This design comes from an exercise in tuning for small area and a short achievable clock period on the open sky130 flow, not from production work. The RTL was checked by simulation tests, not by an equivalence proof against the original design. Power and IR drop assume default switching activity.

== rev 12 ==
==> flow/design.v (excerpt) <==
module pipeline(
  clk,
  resetn,
  o_instr_req_addr,
  o_instr_req_en,
  i_instr_res_data,
  o_mem_req_addr,
  o_mem_req_wr_data,
  o_mem_req_wr_en,
  o_mem_req_count,
  i_mem_res_rd_data,
  i_mem_res_code
);
Size in the first run: roughly 5,100 cells after synthesis, about 1,400 flip-flops, about 170 I/O pins.
clock: 10.5 ns
lec_check: 0
cap_margin: 20
core_margin: 2
core_utilization: 40
slew_margin: 20
standard.sh (not shown) runs the stock make flow with config.mk's settings and CLKGATE_MAP_FILE= SYNTH_SCRIPT=/design/flow/synth_recipe.tcl, a recipe that flattens the netlist after the stock synthesis.
==> flow/flow/run.sh <==
#!/bin/bash
# Layout flow: the standard flow (standard.sh) with changes to how it
# optimises, not to what it builds or measures:
#  * ADDER_MAP_FILE is cleared, so synthesis skips the full/half adder
#    extraction and ABC maps the adders' logic together with the rest;
#  * port buffers are plain buffers (buf_2) rather than delay cells.
# Each make step writes its own log under orfs/logs/; the make output itself
# goes to standard.log here.
set -euo pipefail
export BUFFER_PORTS_ARGS="-buffer_cell sky130_fd_sc_hd__buf_2"
bash standard.sh ADDER_MAP_FILE= SETUP_SLACK_MARGIN=6.3 TNS_END_PERCENT=10 \
  "BUFFER_PORTS_ARGS=$BUFFER_PORTS_ARGS" finish > standard.log 2>&1
What rev 13 does differently from rev 12 at the input level:
-- flow/flow/run.sh --
<<< rev 12, line 9
set -euo pipefail
export BUFFER_PORTS_ARGS="-buffer_cell sky130_fd_sc_hd__buf_2"
bash standard.sh ADDER_MAP_FILE= SETUP_SLACK_MARGIN=6.3 TNS_END_PERCENT=10 \
  "BUFFER_PORTS_ARGS=$BUFFER_PORTS_ARGS" finish > standard.log 2>&1
>>> rev 13, line 9
set -euo pipefail
export BUFFER_PORTS_ARGS="-buffer_cell sky130_fd_sc_hd__buf_2"
bash standard.sh ADDER_MAP_FILE= SETUP_SLACK_MARGIN=6.3 TNS_END_PERCENT=30 \
  "BUFFER_PORTS_ARGS=$BUFFER_PORTS_ARGS" finish > standard.log 2>&1
- On sequential logic power, rev 12 tracks rev 13 almost exactly.
- Rev 12 has a higher depth of the critical timing path with buffers and inverters included than rev 13.
- Looking at final critical delay including setup and external delays across both flows, rev 13 is the stronger of the two, with rev 12 trailing.
- Compared with rev 12, rev 13 shows a clock group share of total power that is 0.2 points lower.
- Comparing rev 13 and rev 12, routed wire length is lower on rev 12.
- Source of the critical timing path = resetn: rev 13; source of the critical timing path = i_instr_res_data[15]: rev 12

========
Another version of the RTL of pipeline (not shown whole).
Size: roughly 1400 flip-flops.
export LEC_CHECK = 0
export CAP_MARGIN = 20
export CORE_MARGIN = 2
export CORE_UTILIZATION = 55
export PLACE_DENSITY = 0.75
export SLEW_MARGIN = 20
create_clock -name core_clock -period 10.5 [get_ports {clk}]
==> flow/flow/run.sh <==
#!/bin/bash
# Layout flow: the standard flow (standard.sh) with changes to how it
# optimises, not to what it builds or measures:
#  * ADDER_MAP_FILE is cleared, so synthesis skips the full/half adder
#    extraction and ABC maps the adders' logic together with the rest;
#  * port buffers are plain buffers (buf_2) rather than delay cells;
set -euo pipefail
export BUFFER_PORTS_ARGS="-buffer_cell sky130_fd_sc_hd__buf_2"
bash standard.sh ADDER_MAP_FILE= SETUP_SLACK_MARGIN=6 TNS_END_PERCENT=10 \
  "BUFFER_PORTS_ARGS=$BUFFER_PORTS_ARGS" finish > standard.log 2>&1
Change:
--- a/flow/flow/run.sh
+++ b/flow/flow/run.sh
@@ -4,5 +4,7 @@
 #  * ADDER_MAP_FILE is cleared, so synthesis skips the full/half adder
 #    extraction and ABC maps the adders' logic together with the rest;
-#  * port buffers are plain buffers (buf_2) rather than delay cells;
+#  * port buffers are plain buffers (buf_2) rather than delay cells.
+# Each make step writes its own log under orfs/logs/; the make output itself
+# goes to standard.log here.
 set -euo pipefail
 export BUFFER_PORTS_ARGS="-buffer_cell sky130_fd_sc_hd__buf_2"
--- a/flow/config.mk
+++ b/flow/config.mk
@@ -8,5 +8,4 @@
 export CAP_MARGIN = 20
 export CORE_MARGIN = 2
-export CORE_UTILIZATION = 55
-export PLACE_DENSITY = 0.75
+export CORE_UTILIZATION = 40
 export SLEW_MARGIN = 20
=> The new run completed with no timing, DRC or antenna violations; combinational power barely changes; routed wire length is higher by 4.7%; die area rose by 37%; power rose by 1.0%; global-route usage went down by 12 points; final cell count came out higher by 7.8%; synthesized cell count stays the same; fmax goes up by 3.6%; critical path depth drops by 7.

==> separate check: timing with driven ports <==
The flow's constraints put no driver on any port. The routed layouts listed below were extracted and timed again, unchanged, in two steps.
Step 1 (the two cells are an assumption about what drives the block):
set clk [get_ports {clk}]
set_driving_cell -lib_cell sky130_fd_sc_hd__clkbuf_16 $clk
set_driving_cell -lib_cell sky130_fd_sc_hd__buf_2 [delete_from_list [all_inputs] $clk]
Step 2 adds t to the input delays and takes it off the output delays; t is the mean of the earliest and latest rising clock arrival at the registers after step 1. Input paths then give back, and output paths get back, about the clock's delay inside the block.
a / b / c = ideal / step 1 / step 2; a / b = the first two.
run	shift t [ns]	setup slack, ns	latest minus earliest clock arrival (ns)
rev 12	0.901	6.045 / 6.043 / 5.207	0.054 / 0.054
rev 13	0.897	6.098 / 6.058 / 5.219	0.050 / 0.050
the first run of note 2	0.847	5.656 / 5.660 / 4.813	0.085 / 0.085
the second run of note 2	0.881	5.823 / 5.773 / 4.957	0.049 / 0.049
After both steps every run listed still meets setup and hold. The setup slack of rev 13, which loses most, moves by -0.040 ns with the drivers and by -0.879 ns with both steps.
